This design comes from an exercise in tuning for small area, a short achievable clock period and few clock cycles per item on the open sky130 flow, not from production work.
At most, simulation tests tie the RTL to the original design; equivalence was not proved.
No activity file was given, so power comes from the tool's default toggle rates.

Setup of job 101:
// muldiv
module muldiv(clk, reset, CtoM, CtoD, A, B, High, Low, MtoC, DtoC, DivZero);
==> flow/config.mk <==
export PLATFORM = sky130hd
export DESIGN_NAME = muldiv
export DESIGN_NICKNAME = muldiv
export VERILOG_FILES = /design/flow/design.v
export SDC_FILE = /design/flow/constraint.sdc
export NUM_CORES = 4
export LEC_CHECK = 0
export ABC_CLOCK_PERIOD_IN_PS = 3000
export CAP_MARGIN = 20
export CORE_MARGIN = 2
export CORE_UTILIZATION = 40
export SETUP_SLACK_MARGIN = 4.5
export SLEW_MARGIN = 20
==> flow/constraint.sdc <==
create_clock -name core_clock -period 8.0 [get_ports {clk}]
set_input_delay 1.6000 -clock core_clock [delete_from_list [all_inputs] [get_ports {clk}]]
set_output_delay 1.6000 -clock core_clock [all_outputs]
set_load 0.01 [all_outputs]
run.sh (not shown) runs the stock make flow with config.mk's settings and CLKGATE_MAP_FILE= SYNTH_SCRIPT=/design/flow/synth_recipe.tcl, a recipe that flattens the netlist after the stock synthesis.
Setup changes, job 101 to job 102
Settings: removing SETUP_SLACK_MARGIN (formerly 4.5); removing ABC_CLOCK_PERIOD_IN_PS (formerly 3000).
### Flow results
- Looking at the reports, job 102 completed the entire flow and the layout it produced met the timing, DRC and antenna checks.
- Job 101 reports its most common cell after layout, fill and taps aside as buf_4 while job 102 reports nor2_1.
- Delta (job 102 minus job 101): worst setup slack after layout went down; instance count after placement with tap cells included did not really move; final period utilization went up; met2 layer wire length in the routed design went down.
- The run with more routed wire is job 101, not job 102.
No functional check of the RTL was part of any run of this note.

* * *

Another version of the RTL of muldiv (not shown whole).
Size: ~120 flip-flops, roughly 140 I/O pins, ~0.018 sq mm of cells after synthesis.
==> flow/design.v (excerpt) <==
module muldiv(clk, reset, CtoM, CtoD, A, B, High, Low, MtoC, DtoC, DivZero);
Settings: LEC_CHECK=0, ABC_AREA=1, CAP_MARGIN=20, CORE_MARGIN=2, CORE_UTILIZATION=40, SETUP_SLACK_MARGIN=4.0, SLEW_MARGIN=20; clock period 8.0 ns.
standard.sh (not shown) runs the stock make flow with config.mk's settings and CLKGATE_MAP_FILE= SYNTH_SCRIPT=/design/flow/synth_recipe.tcl, a recipe that flattens the netlist after the stock synthesis.
==> flow/flow/run.sh <==
#!/bin/bash
# The standard layout (the standard.sh, unchanged), with plain buf_1
# cells as the port buffers in place of the delay cells that buffer_ports
# picks by default. Every port is still buffered.
set -euo pipefail
export BUFFER_PORTS_ARGS="-buffer_cell sky130_fd_sc_hd__buf_1"
bash standard.sh > standard.log 2>&1
Testbench counts at the start, summed over its fixed seeds: cycles 26,682, ops 3,200.
Change:
==> flow/run.sh (new file) <==
#!/bin/bash
# synth_recipe.tcl (not shown) runs the flow's synth.tcl, then flattens the netlist and writes it again
# the make line also repeats each setting of config.mk as NAME=value (left out here)
make -C /OpenROAD-flow-scripts/flow DESIGN_CONFIG=/design/flow/config.mk WORK_HOME=/design/flow/orfs CLKGATE_MAP_FILE= SYNTH_SCRIPT=/design/flow/synth_recipe.tcl finish
removed: flow/flow/run.sh
removed: flow/standard.sh
=>
- clock power drops by about 1%
- worst hold slack is worse by 0.047 ns
- combinational power climbs by about 2%

* * *

The RTL this note starts from:
==> flow/design.v <==
module muldiv(clk, reset, CtoM, CtoD, A, B, High, Low, MtoC, DtoC, DivZero);
  input clk;
  input reset;
  input CtoM;
  input CtoD;
  input [31:0] A;
  input [31:0] B;
  output [31:0] High;
  output [31:0] Low;
  output MtoC;
  output DtoC;
  output DivZero;
  reg s_abs, s_setup, s_mit, s_dit, s_fix;
  reg [31:0] H, L, M;
  reg [5:0] cnt, zar;
  reg ashort;
  reg c31;   
  reg two;   
  reg mb;    
  reg isdiv, sA, sB;
  reg mdone, ddone, dzero;
  assign High = H;
  assign Low = L;
  assign MtoC = mdone;
  assign DtoC = ddone;
  assign DivZero = dzero;
  function [5:0] lzc;
    input [31:0] x;
    reg [7:0] nz;
    reg [1:0] c [0:7];
    reg [3:0] v;
    integer i;
    begin
      for (i = 0; i < 8; i = i + 1) begin
        v = x[4*i +: 4];
        nz[i] = |v;
        c[i] = v[3] ? 2'd0 : v[2] ? 2'd1 : v[1] ? 2'd2 : 2'd3;
      end
      lzc = nz[7] ? {3'd0, c[7]} :
            nz[6] ? {3'd1, c[6]} :
            nz[5] ? {3'd2, c[5]} :
            nz[4] ? {3'd3, c[4]} :
            nz[3] ? {3'd4, c[3]} :
            nz[2] ? {3'd5, c[2]} :
            nz[1] ? {3'd6, c[1]} :
            nz[0] ? {3'd7, c[0]} : 6'd32;
    end
  endfunction
  function [32:0] add32;
    input [31:0] a;
    input [31:0] b;
    reg [31:0] g, p, gg, pp;
    integer i, l;
    begin
      g = a & b;
      p = a ^ b;
      gg = g;
      pp = p;
      for (l = 0; l < 5; l = l + 1)
        for (i = 0; i < 32; i = i + 1)
          if ((i >> l) & 1) begin
            gg[i] = gg[i] | (pp[i] & gg[((i >> l) << l) - 1]);
            pp[i] = pp[i] & pp[((i >> l) << l) - 1];
          end
      add32 = {gg[31], p ^ {gg[30:0], 1'b0}};
    end
  endfunction
  function [31:0] inc32;
    input [31:0] x;
    reg [31:0] pp;
    integer i, l;
    begin
      pp = x;
      for (l = 0; l < 5; l = l + 1)
        for (i = 0; i < 32; i = i + 1)
          if ((i >> l) & 1)
            pp[i] = pp[i] & pp[((i >> l) << l) - 1];
      inc32 = x ^ {pp[30:0], 1'b1};
    end
  endfunction
  function [6:0] add7;
    input [6:0] a;
    input [6:0] b;
    input ci;
    reg [6:0] g, p, gg, pp;
    integer i, l;
    begin
      g = a & b;
      p = a ^ b;
      gg = g;
      pp = p;
      gg[0] = g[0] | (p[0] & ci);
      for (l = 0; l < 3; l = l + 1)
        for (i = 0; i < 7; i = i + 1)
          if ((i >> l) & 1) begin
            gg[i] = gg[i] | (pp[i] & gg[((i >> l) << l) - 1]);
            pp[i] = pp[i] & pp[((i >> l) << l) - 1];
          end
      add7 = p ^ {gg[5:0], ci};
    end
  endfunction
  wire monoA = ((L[31:1] & ~L[30:0]) == 31'd0);
  wire monoB = ((H[31:1] & ~H[30:0]) == 31'd0);
  wire [31:0] uA = (sA && monoA) ? {L[30:0], 1'b1} : L;
  wire [31:0] uB = (sB && monoB) ? {H[30:0], 1'b1} : H;
  wire [5:0] zA = lzc(uA);
  wire [5:0] zB = lzc(uB);
  wire [6:0] zd = add7({1'b0, cnt}, ~{1'b0, zar}, 1'b1);
  wire [5:0] mamt = ashort ? zar : cnt;
  wire [4:0] amt = isdiv ? zd[4:0] : mamt[4:0];
  wire [31:0] sh_in = (!isdiv && ashort) ? L : H;
  wire [31:0] sh_out = sh_in << amt;
  wire [31:0] mval = ashort ? H : L;
  wire mc30 = (mamt == 6'd30);
  wire [31:0] ax = s_mit ? (two ? {L[29:0], 2'b0} : {L[30:0], 1'b0}) : (L ^ {32{s_fix}});
  wire [31:0] ay = (M & {32{(s_mit && mb) || s_dit}}) | {31'd0, (s_abs && sA) || s_fix};
  wire [32:0] asum = add32(ax, ay);
  wire ac = asum[32];
  wire [31:0] hx = s_mit ? (two ? {H[29:0], L[31:30]} : {H[30:0], L[31]}) :
                   (s_dit ? {H[30:0], 1'b0} : (H ^ {32{s_fix || (s_abs && isdiv)}}));
  wire [31:0] hx1 = inc32(hx);
  wire hci = s_abs ? (sB ^ isdiv) : ((s_mit || s_dit) ? ac : (isdiv || (L == 32'd0)));
  wire [31:0] hsum = hci ? hx1 : hx;
  wire c31n = two ? (cnt == 6'd29) : (cnt == 6'd30);
  wire twon = !hx[31] && !c31n;
  wire mbn = twon ? hx[30] : hx[31];
  wire twos = !sh_out[30] && !mc30;
  wire mbs = twos ? sh_out[29] : sh_out[30];
  wire negH = sA ^ sB;
  wire negL = isdiv ? sA : (sA ^ sB);
  wire needfix = isdiv ? (sA || sB) : (sA ^ sB);
  wire mlast = two ? (cnt == 6'd30) : c31;
  wire dlast = (cnt[4:0] == 5'd31);
  always @(posedge clk) begin
    mdone <= 1'b0;
    ddone <= 1'b0;
    if (reset) begin
      s_abs <= 1'b0;
      s_setup <= 1'b0;
      s_mit <= 1'b0;
      s_dit <= 1'b0;
      s_fix <= 1'b0;
      dzero <= 1'b0;
    end
    else begin
      if (CtoM || CtoD) begin
        L <= A ^ {32{A[31]}};
        H <= B ^ {32{B[31]}};
        sA <= A[31];
        sB <= B[31];
        isdiv <= CtoD;
        s_abs <= 1'b1;
      end
      if (s_abs) begin
        L <= asum[31:0];
        H <= hsum;
        zar <= zA;
        cnt <= zB;
        ashort <= (zA > zB);
        s_abs <= 1'b0;
        s_setup <= 1'b1;
      end
      if (s_setup) begin
        s_setup <= 1'b0;
        if (!isdiv) begin
          cnt <= mamt + 6'd1;
          c31 <= mc30;
          two <= twos;
          mb <= mbs;
          M <= mval;
          if (mamt[5]) begin
            H <= 32'd0;
            L <= 32'd0;
            mdone <= 1'b1;
          end
          else begin
            H <= {sh_out[30:0], 1'b0};
            L <= mval;
            if (mamt != 6'd31) s_mit <= 1'b1;
            else if (needfix) s_fix <= 1'b1;
            else mdone <= 1'b1;
          end
        end
        else begin
          cnt <= {1'b0, ~zd[4:0]};
          M <= sh_out;
          H <= 32'd0;
          dzero <= cnt[5];
          if (cnt[5]) ddone <= 1'b1;
          else if (zd[6]) begin
            if (sA) s_fix <= 1'b1;
            else ddone <= 1'b1;
          end
          else s_dit <= 1'b1;
        end
      end
      if (s_mit) begin
        cnt <= cnt + (two ? 6'd2 : 6'd1);
        c31 <= c31n;
        two <= twon;
        mb <= mbn;
        L <= asum[31:0];
        H <= hsum;
        if (mlast) begin
          s_mit <= 1'b0;
          if (needfix) s_fix <= 1'b1;
          else mdone <= 1'b1;
        end
      end
      if (s_dit) begin
        cnt <= cnt + 6'd1;
        if (ac) L <= asum[31:0];
        H <= hsum;
        M <= {1'b1, M[31:1]};
        if (dlast) begin
          s_dit <= 1'b0;
          if (needfix) s_fix <= 1'b1;
          else ddone <= 1'b1;
        end
      end
      if (s_fix) begin
        if (negL) L <= asum[31:0];
        if (negH) H <= hsum;
        s_fix <= 1'b0;
        mdone <= !isdiv;
        ddone <= isdiv;
      end
    end
  end
endmodule
clock: 8.0 ns
lec_check: 0
abc_area: 1
cap_margin: 20
core_margin: 2
core_utilization: 40
setup_slack_margin: 4.0
slew_margin: 20
run.sh (not shown) runs the stock make flow with config.mk's settings and CLKGATE_MAP_FILE= SYNTH_SCRIPT=/design/flow/synth_recipe.tcl, a recipe that flattens the netlist after the stock synthesis.
Stock flow here: none of the scripts above is used.
Testbench counts at the start, summed over its fixed seeds: cycles 30,928, ops 3,200.
Change:
Settings changed: SETUP_SLACK_MARGIN 4.0 to 4.5.
Effect:
- The changed run completed with no timing, DRC or antenna violations
- via count rose by 4.1%
- clock skew rose by 0.0035 ns
- area after synthesis stays the same
- combinational power rose by 14%
- wire length rose by 7.8%
- utilization rose by 4.7 points
- non-clock buffer count rose by 70
- global-route usage rose by 2.5 points
- total power rose by 11%
- clock-buffer cell count fell by 6
- die area does not change

-- port drivers added, routing unchanged --
How much do the figures lean on ideal ports? The routed layouts below were timed once more, with nothing changed but the port constraints. Step 1: set_driving_cell puts a clkbuf_16 on clk and a buf_2 on each other input, an assumption about the parent block. Step 2 moves the port delays by t, midway between the first and last clock arrival at a register: inputs arrive t later, outputs are due t later. That takes back most of the time a late clock gives input paths. Three values: no drivers, after step 1, after step 2; two values: the first two.
| run | t, ns | setup WS [ns] | worst setup path after step 2 | clock arrival spread, ns | worst slew at a driven data input, ns |
|---|---|---|---|---|---|
| job 101 | 0.516 | 3.481 / 3.481 / 3.481 | register to register | 0.009 / 0.009 | 0.04 |
| job 102 | 0.511 | 2.052 / 2.052 / 2.052 | register to register | 0.021 / 0.020 | 0.04 |
| the first run of note 2 | 0.550 | 4.069 / 4.091 / 3.542 | input to register | 0.013 / 0.013 | 0.06 |
| the second run of note 2 | 0.556 | 4.070 / 4.092 / 3.548 | input to register | 0.013 / 0.013 | 0.05 |
| the first run of note 3 | 0.527 | 4.008 / 4.008 / 3.999 | input to register | 0.016 / 0.016 | 0.05 |
| the second run of note 3 | 0.526 | 4.244 / 4.244 / 3.997 | input to register | 0.019 / 0.019 | 0.06 |
After both steps setup and hold are still met in every run listed. For the first run of note 2, which loses most, drivers alone change the setup slack by +0.022 ns; drivers and shift together by -0.527 ns.
